Background: an optimization exercise with open tools, aiming at small area, a short achievable clock period and few clock cycles per item. Do not read the settings as production practice.
Only simulation tests tie the RTL to the original design; equivalence was not proved.
Power is estimated from default activity; no workload was simulated.

oak:
Design booth, start of the top module:
module booth(clk, rst, inp, mtpr, mtpd, done, adds, subs, prod);
Size: about 130 flip-flops, ~140 I/O pins.
clock: 6.0 ns
lec_check: 0
cap_margin: 20
core_margin: 2
core_utilization: 40
place_density: 0.6
setup_slack_margin: 0.9
slew_margin: 20
standard.sh (not shown) runs the stock make flow with config.mk's settings and CLKGATE_MAP_FILE= SYNTH_SCRIPT=/design/flow/synth_recipe.tcl, a recipe that flattens the netlist after the stock synthesis.
==> flow/flow/run.sh <==
#!/bin/bash
# The standard layout (standard.sh) with two changes:
#  - synthesis runs Yosys's synth with -noabc, so the early "abc -fast" does not remap the
#    generated adder trees before extract_fa; the full adders then come out without the
#    inverters that the remapped polarity needs. Everything else in the synthesis script
#    (synth_recipe.tcl, ORFS synth.tcl, flatten, renaming) is unchanged, so are the registers.
#  - the port buffers that global placement inserts are sky130_fd_sc_hd__buf_4 instead of
#    the delay cell buffer_ports picks by default.
# Each tool's output goes to its own log in this folder (make's to flow_make.log; ORFS
# keeps per-step logs under orfs/logs).
set -euo pipefail
here=$(pwd)
sed 's/yosys synth -nofsm -noshare /yosys synth -nofsm -noshare -noabc /' synth_recipe.tcl > my_synth.tcl
grep -q -- '-noabc' my_synth.tcl
sed "s#SYNTH_SCRIPT=[^ ]*#SYNTH_SCRIPT=$here/my_synth.tcl#" standard.sh > my_standard.sh
grep -q "SYNTH_SCRIPT=$here/my_synth.tcl" my_standard.sh
export BUFFER_PORTS_ARGS="-buffer_cell sky130_fd_sc_hd__buf_4"
bash my_standard.sh > flow_make.log 2>&1
Testbench counts of oak, summed over its fixed seeds: cycles 2,400, items 2,400.
For pine, these inputs were changed with respect to oak:
- SETUP_SLACK_MARGIN: 0.9 -> 1.5
### Flow results
Proportion of power drawn by the clock network in pine is 0.7 points lower than in oak. The lower worst slack at placement of oak and pine is in pine. Final worst-path cycle share: pine < oak. Looking at final worst-path setup slack, pine sits above oak.
Setup changes, pine to birch
- SETUP_SLACK_MARGIN now 1.2, was 1.5
## What came out
- birch vs pine, cell area went down by about 10%.
- Compared to pine, the router laid down less metal wire for birch.
- Cell count after placement essentially unchanged between pine and birch.
- pine -> birch: via count decreased by a few percent
- Of birch and pine, the run reporting the lower via density per instance was birch.
- Compared with pine, birch shows post-route clock period utilization higher by 2.3 points.

========
== job 7568 ==
booth again, from the RTL that the note above started with.
## booth
module booth(clk, rst, inp, mtpr, mtpd, done, adds, subs, prod);
clock: 6.0 ns
lec_check: 0
cap_margin: 20
core_margin: 2
core_utilization: 40
place_density: 0.6
setup_slack_margin: 1.0
slew_margin: 20
Scripts as last shown in full above: flow/flow/run.sh
Job 7568 completed end to end with timing, DRC and antenna clean.
Testbench counts of job 7568, summed over its fixed seeds: cycles 2,400, items 2,400.
The following lists how job 7555 was set up differently from job 7568:
-- flow/config.mk --
<<< job 7568, line 10
export CORE_UTILIZATION = 40
export PLACE_DENSITY = 0.6
export SETUP_SLACK_MARGIN = 1.0
>>> job 7555, line 10
export CORE_UTILIZATION = 55
export PLACE_DENSITY = 0.7
export SETUP_SLACK_MARGIN = 0.3
## What came out
Job 7555 reports its cell at the slowest stage of the critical path as mux2_2 while job 7568 reports a311oi_4. Share of the clock period used by the worst path in job 7555 is 7.8 points above job 7568. Between job 7555 and job 7568, it is job 7555 whose fraction of area in multi-input gates is lower, by 0.34 points. What job 7568 reported for maximum frequency has to be multiplied by 0.915 to get the figure for job 7555.
[inputs] job 7643 vs job 7555
-- flow/config.mk --
<<< job 7555, line 8
>>> job 7643, line 8
export ABC_AREA = 1
<<< job 7555, line 10
export CORE_UTILIZATION = 55
export PLACE_DENSITY = 0.7
export SETUP_SLACK_MARGIN = 0.3
>>> job 7643, line 11
export CORE_UTILIZATION = 40
export PLACE_DENSITY = 0.6
export SETUP_SLACK_MARGIN = 1.2
- Job 7643 vs. job 7555: routed via count increased by 13% relative to the old numbers, die area increased by 40% relative to the old numbers, maximum ir drop on the vdd rail decreased by 14% relative to the old numbers.
- The lower power of job 7643 and job 7555 is in job 7555.
- Job 7643: global-route wire length before repair is about 17% higher than what job 7555 reported.
- Combinational logic power, job 7643 vs job 7555: up by a little under 10%
- Compared job 7643 against job 7555; data required time at the worst endpoint within noise.

========
run A:
booth again, from the RTL that the note above started with.
clock: 6.0 ns
lec_check: 0
cap_margin: 20
core_margin: 2
core_utilization: 40
place_density: 0.6
setup_slack_margin: 0.9
slew_margin: 20
==> flow/flow/run.sh <==
#!/bin/bash
# The standard layout (standard.sh) with two changes:
#  - synthesis runs Yosys's synth with -noabc, so the early "abc -fast" does not remap the
#    generated adder trees before extract_fa; the full adders then come out without the
#    inverters that the remapped polarity needs. Everything else in the synthesis script
#    (synth_recipe.tcl, ORFS synth.tcl, flatten, renaming) is unchanged, so are the registers.
#  - the port buffers that global placement inserts are sky130_fd_sc_hd__buf_2 instead of
#    the delay cell buffer_ports picks by default.
# Each tool's output goes to its own log in this folder (make's to flow_make.log; ORFS
# keeps per-step logs under orfs/logs).
set -euo pipefail
here=$(pwd)
sed 's/yosys synth -nofsm -noshare /yosys synth -nofsm -noshare -noabc /' synth_recipe.tcl > my_synth.tcl
grep -q -- '-noabc' my_synth.tcl
sed "s#SYNTH_SCRIPT=[^ ]*#SYNTH_SCRIPT=$here/my_synth.tcl#" standard.sh > my_standard.sh
grep -q "SYNTH_SCRIPT=$here/my_synth.tcl" my_standard.sh
export BUFFER_PORTS_ARGS="-buffer_cell sky130_fd_sc_hd__buf_2"
bash my_standard.sh > flow_make.log 2>&1
Run A: flow completed, timing, DRC and antenna clean
Testbench counts of run A, summed over its fixed seeds: cycles 2,400, items 2,400.
--- input diff run A..run B ---
- ABC_AREA: unset -> 1
--- a/flow/flow/run.sh
+++ b/flow/flow/run.sh
@@ -5,5 +5,5 @@
 #    inverters that the remapped polarity needs. Everything else in the synthesis script
 #    (synth_recipe.tcl, ORFS synth.tcl, flatten, renaming) is unchanged, so are the registers.
-#  - the port buffers that global placement inserts are sky130_fd_sc_hd__buf_2 instead of
+#  - the port buffers that global placement inserts are sky130_fd_sc_hd__buf_4 instead of
 #    the delay cell buffer_ports picks by default.
 # Each tool's output goes to its own log in this folder (make's to flow_make.log; ORFS
@@ -15,4 +15,4 @@
 sed "s#SYNTH_SCRIPT=[^ ]*#SYNTH_SCRIPT=$here/my_synth.tcl#" standard.sh > my_standard.sh
 grep -q "SYNTH_SCRIPT=$here/my_synth.tcl" my_standard.sh
-export BUFFER_PORTS_ARGS="-buffer_cell sky130_fd_sc_hd__buf_2"
+export BUFFER_PORTS_ARGS="-buffer_cell sky130_fd_sc_hd__buf_4"
 bash my_standard.sh > flow_make.log 2>&1
### Flow results
- Per the comparison of run B with run A, count of antenna diodes in the layout moved down, total routing resource utilization after global routing moved down, utilization moved down, routed wire length moved down, core outline area moved up.
- Hold slack delta for run B relative to run A: 64 ps lower
- Compared with run A, run B ends up with a larger final cell area.
Setup changes, run B to run C
- changing SETUP_SLACK_MARGIN from 0.9 to 0.3
- removing ABC_AREA (formerly 1)
==> comparison <==
- Between run C and run B, it is run C whose combinational group share of total power is higher, by 0.9 points.
- Placed instance count for run C is lower than for run B.
- Diff run B -> run C: slew of the pin with the lowest slew margin went down by 31 ps; mux cell area share after synthesis went up by 1.4 points; internal power contribution went up by about 5.5%.
- Taking run B as the reference, in run C sequential share of power shows no meaningful change, overall fraction of global-route tracks in use climbed 0.94 points, power higher, die height went down.
The following lists how run D was set up differently from run C:
- SETUP_SLACK_MARGIN now 0.8, was 0.3
## What came out
Of run C and run D, the higher part of the power in the clock network belongs to run C.
Run D vs run C, clock period minus final worst setup slack went down by 320 ps.
Measured against each other, run C and run D differ in number of placed instances with taps included, the lower figure coming from run D.
Run C and run D ended up with nearly the same final RePlAce weighted congestion.
Compared with run C, run D is hungrier on power.
Reported for run C and run D, number of cells on the critical path turned out identical to the last digit.
Maximum frequency in run D is 12 MHz higher than in run C
Run C has a higher non-clock buffer count than run D.
Relative to run C, the wire length of run D is lower by about 0.43%.
Compared with run C, run D shows post-route clock period utilization lower by 5.3 points.

========
## harbor
booth, a different RTL version from the one above (not shown whole).
For scale: about 140 I/O pins, roughly 27000 µm² of cells after synthesis.
clock: 6.0 ns
lec_check: 0
abc_area: 1
cap_margin: 20
core_margin: 2
core_utilization: 40
place_density: 0.6
setup_slack_margin: 0.9
slew_margin: 20
==> flow/flow/run.sh <==
#!/bin/bash
# The standard layout (standard.sh) with two changes:
#  - synthesis runs Yosys's synth with -noabc, so the early "abc -fast" does not remap the
#    generated adder trees before extract_fa; the full adders then come out without the
#    inverters that the remapped polarity needs. Everything else in the synthesis script
#    (synth_recipe.tcl, ORFS synth.tcl, flatten, renaming) is unchanged, so are the registers.
#  - the port buffers that global placement inserts are sky130_fd_sc_hd__buf_4 instead of
#    the delay cell buffer_ports picks by default.
# Each tool's output goes to its own log in this folder (make's to flow_make.log; ORFS
# keeps per-step logs under orfs/logs).
set -euo pipefail
here=$(pwd)
sed 's/yosys synth -nofsm -noshare /yosys synth -nofsm -noshare -noabc /' synth_recipe.tcl > my_synth.tcl
grep -q -- '-noabc' my_synth.tcl
sed "s#SYNTH_SCRIPT=[^ ]*#SYNTH_SCRIPT=$here/my_synth.tcl#" standard.sh > my_standard.sh
grep -q "SYNTH_SCRIPT=$here/my_synth.tcl" my_standard.sh
export BUFFER_PORTS_ARGS="-buffer_cell sky130_fd_sc_hd__buf_4"
bash my_standard.sh > flow_make.log 2>&1
Testbench counts of harbor, summed over its fixed seeds: cycles 2,400, items 2,400.
> inputs changed (harbor -> pepper)
Settings: changing SETUP_SLACK_MARGIN from 0.9 to 1.5.
Findings:
The number of logic stages on the critical path including buffering reported for pepper is greater than that of harbor by 2.
Of harbor and pepper, the run reporting the higher minimum setup slack in the final design was pepper.
Between harbor and pepper, the wire length of the first global-routing pass is higher for pepper.
Taking harbor as the reference point, the placer congestion estimate of pepper falls by 9.5%.
Relative to pepper, the following input files were edited for cedar:
Settings: SETUP_SLACK_MARGIN: 1.5 -> 1.1.
### Flow results
- There was hardly any difference in required time of the critical path between pepper and cedar.
- Placed cell count: cedar vs pepper up 0.97%
- On combinational cell fraction of total power: cedar sits below pepper.
- On number of combinational gates with multiple inputs, pepper and cedar are neck and neck.
- Lower sequential share of cell area goes to pepper over cedar.

==> static timing again, ports no longer ideal <==
Ports are ideal in the flow. The routed layouts listed here were re-timed in OpenROAD. Step 1, drivers: a clkbuf_16 drives clk and a buf_2 each remaining input, both assumed. Step 2 moves the port delays by t, midway between the first and last clock arrival at a register: inputs arrive t later, outputs are due t later. That takes back most of the time a late clock gives input paths. a / b / c = ideal ports / drivers / drivers and shift; a / b = the first two.
run | t (ns) | slack for setup (ns) | cell pins on the clock port's net
oak | 0.540 | 0.990 / 0.959 / 0.418 | 1
pine | 0.562 | 1.046 / 0.973 / 0.560 | 1
birch | 0.556 | 0.907 / 0.841 / 0.509 | 1
job 7568 | 0.559 | 0.986 / 0.920 / 0.516 | 1
job 7555 | 0.537 | 0.517 / 0.516 / -0.021 | 1
job 7643 | 0.552 | 1.182 / 1.158 / 0.607 | 1
run A | 0.543 | 0.928 / 0.880 / 0.337 | 1
run B | 0.550 | 0.965 / 0.951 / 0.401 | 1
run C | 0.544 | 0.593 / 0.610 / 0.065 | 1
run D | 0.534 | 0.911 / 0.919 / 0.395 | 1
harbor | 0.550 | 0.993 / 0.841 / 0.291 | 1
pepper | 0.556 | 1.494 / 1.425 / 0.869 | 1
cedar | 0.555 | 1.133 / 1.084 / 0.528 | 1
With both steps, setup timing fails in job 7555, where it was met with ideal ports. The setup slack of harbor, which loses most, moves by -0.152 ns with the drivers and by -0.702 ns with both steps.
